This is an optimization exercise on Yosys and OpenROAD, whose aim is small area, a short achievable clock period and few clock cycles per item, not a production implementation. The RTL was checked by simulation tests, not by an equivalence proof against the original design.

run D:
==> module SIMON_control, before the edit <==
module SIMON_control
#(	parameter N = 32	)
 (	input logic clk, nR,
	input logic newData, newKey,
	input logic enc_dec, readData,
	input logic [2*N-1:0] plain,
	input logic [4*N-1:0] key,
	output logic ldData, ldKey,
	output logic doneData, doneKey,
	output logic [2*N-1:0] cipher	);
localparam logic [61:0] z = 62'b11110000101100111001010001001000000111101001100011010111011011;
localparam int LAST = 10;
logic [3:0] cnt;
logic busy;		 
logic kpass;	 
logic kvalid;	 
logic enc;		 
logic cdec;		 
logic [2*N-1:0] P, C;
logic [3:0][N-1:0] A, B;
logic last, cfree, step, fin, goKey, goData;
assign last = (cnt == LAST);
assign cfree = ~doneData;
assign fin = busy && last && !kpass && cfree;
assign step = busy && !(last && !kpass && !cfree);
assign ldKey = !busy || fin;
assign ldData = doneKey && ldKey;
assign goKey = newKey && ldKey;
assign goData = newData && ldData;
logic [3:0][N-1:0] rk;
always_comb
	for(int i=0; i<4; i++)
		rk[i] = enc ? A[i] : B[3-i];
logic [4:0][2*N-1:0] r;
assign r[0] = P;
genvar g;
generate
	for(g=0; g<4; g++)
	begin : rounds
		SIMON_round #(N) rd(.block(r[g]), .key(rk[g]), .out(r[g+1]));
	end
endgenerate
logic [7:0][N-1:0] af;	 
logic [7:0][N-1:0] bb;	 
logic [3:0] za, zbk;
always_comb
	for(int i=0; i<4; i++)
	begin
		za[i] = (cnt < 4'd10) ? z[4*cnt + i] : 1'b0;
		zbk[i] = (cnt < 4'd10) ? z[39 - 4*cnt - i] : 1'b0;
	end
assign af[3:0] = A;
assign bb[7:4] = B;
generate
	for(g=0; g<4; g++)
	begin : ksteps
		SIMON_keyexpansion #(N) kf(.far(af[g]), .k1(af[g+3]), .k3(af[g+1]), .zb(za[g]), .out(af[g+4]));
		SIMON_keyexpansion #(N) kb(.far(bb[7-g]), .k1(bb[6-g]), .k3(bb[4-g]), .zb(zbk[g]), .out(bb[3-g]));
	end
endgenerate
always_ff @(posedge clk, negedge nR)
begin
	if(~nR)
	begin
		cnt <= 'b0;
		busy <= 1'b0;
		kpass <= 1'b0;
		kvalid <= 1'b0;
		enc <= 1'b0;
		cdec <= 1'b0;
		doneKey <= 1'b0;
		doneData <= 1'b0;
	end
	else
	begin
		if(goKey)	doneKey <= 1'b1;
		if(doneData && readData)	doneData <= 1'b0;
		if(fin)
		begin
			doneData <= 1'b1;
			cdec <= ~enc;
		end
		if(step)
		begin
			cnt <= last ? 4'd0 : cnt + 4'd1;
			if(last)
			begin
				kvalid <= 1'b1;
				kpass <= 1'b0;
				if(!kpass)	busy <= 1'b0;
			end
		end
		if(goKey)	kvalid <= 1'b0;
		if(goData)
		begin
			busy <= 1'b1;
			cnt <= 'b0;
			enc <= enc_dec;
			kpass <= ~enc_dec && (goKey || !(kvalid || (busy && last)));
		end
	end
end
always_ff @(posedge clk)
begin
	if(goData)	P <= enc_dec ? plain : {plain[N-1:0], plain[2*N-1:N]};
	else if(step && !kpass)	P <= r[4];
	if(fin)	C <= r[4];
end
assign cipher = cdec ? {C[N-1:0], C[2*N-1:N]} : C;
always_ff @(posedge clk)
begin
	if(goKey)
	begin
		A <= key;
		B <= key;
	end
	else if(step)
	begin
		if(last)
		begin
			A <= B;
			B <= A;
		end
		else
		begin
			A <= af[7:4];
			if(kvalid)	B <= bb[3:0];
		end
	end
end
endmodule
make LEC_CHECK=0 CAP_MARGIN=20 CORE_MARGIN=2 CORE_UTILIZATION=40 SLEW_MARGIN=20 finish   # period 6.0 ns
run.sh (not shown) runs the stock make flow with config.mk's settings and CLKGATE_MAP_FILE= SYNTH_SCRIPT=/design/flow/synth_recipe.tcl, a recipe that flattens the netlist after the stock synthesis.
Testbench counts of run D, summed over its fixed seeds: cycles 5,458, blocks 480.
Here is what was changed in the inputs of run X compared with run D.
--- a/flow/design.v
+++ b/flow/design.v
@@ -51,14 +51,12 @@
 logic kvalid;	 
 logic enc;		 
-logic cdec;		 
-logic [2*N-1:0] P, C;
+logic [2*N-1:0] P;
 logic [3:0][N-1:0] A, B;
 logic last, cfree, step, fin, goKey, goData;
 assign last = (cnt == LAST);
-assign cfree = ~doneData;
-assign fin = busy && last && !kpass && cfree;
-assign step = busy && !(last && !kpass && !cfree);
-assign ldKey = !busy || fin;
-assign ldData = doneKey && ldKey;
+assign fin = busy && last && !kpass;
+assign step = busy;
+assign ldKey = !busy;
+assign ldData = doneKey && !busy && (!doneData || readData);
 assign goKey = newKey && ldKey;
 assign goData = newData && ldData;
@@ -103,5 +101,4 @@
 		kvalid <= 1'b0;
 		enc <= 1'b0;
-		cdec <= 1'b0;
 		doneKey <= 1'b0;
 		doneData <= 1'b0;
@@ -111,9 +108,5 @@
 		if(goKey)	doneKey <= 1'b1;
 		if(doneData && readData)	doneData <= 1'b0;
-		if(fin)
-		begin
-			doneData <= 1'b1;
-			cdec <= ~enc;
-		end
+		if(fin)	doneData <= 1'b1;
 		if(step)
 		begin
@@ -132,5 +125,5 @@
 			cnt <= 'b0;
 			enc <= enc_dec;
-			kpass <= ~enc_dec && (goKey || !(kvalid || (busy && last)));
+			kpass <= ~enc_dec && (goKey || !kvalid);
 		end
 	end
@@ -140,7 +133,6 @@
 	if(goData)	P <= enc_dec ? plain : {plain[N-1:0], plain[2*N-1:N]};
 	else if(step && !kpass)	P <= r[4];
-	if(fin)	C <= r[4];
 end
-assign cipher = cdec ? {C[N-1:0], C[2*N-1:N]} : C;
+assign cipher = enc ? P : {P[N-1:0], P[2*N-1:N]};
 always_ff @(posedge clk)
 begin
- Run X vs run D: maximum frequency up in run X
- Comparing run X and run D, the lower smallest hold slack was measured on run X.
- When run X is set beside run D, its wire length turns out to be 11% smaller.
- Of run X and run D, the run reporting the higher floorplan die area was run D.
- Via count of the first global-routing pass (run D / run X): 1.09
- Run X reports a lower sequential cell count than run D does.
Testbench counts of run X, summed over its fixed seeds: cycles 5,930, blocks 480.

separate check: timing with driven ports:
The flow's constraints put no driver on any port. The routed layouts listed below were extracted and timed again, unchanged, in two steps. Step 1 (the two cells are an assumption about what drives the block):
set clk [get_ports {clk}]
set_driving_cell -lib_cell sky130_fd_sc_hd__clkbuf_16 $clk
set_driving_cell -lib_cell sky130_fd_sc_hd__buf_2 [delete_from_list [all_inputs] $clk]
Step 2 times the ports against the registers' clock, not the clock port: input delays grow and output delays shrink by t, the midpoint of the rising clock arrivals with the driver on. a / b / c = no drivers / after step 1 / after step 2; a / b = the first two.
run | t (ns) | setup WS [ns] | hold WS [ns] | clock arrival spread, ns | cell pins on the clock port's net
run D | 0.700 | 1.070 / 1.070 / 1.070 | 0.525 / 0.525 / 0.525 | 0.033 / 0.033 | 1
run X | 0.659 | 1.102 / 1.102 / 1.102 | 0.496 / 0.496 / 0.496 | 0.021 / 0.021 | 1
After both steps setup and hold are still met in every run listed.
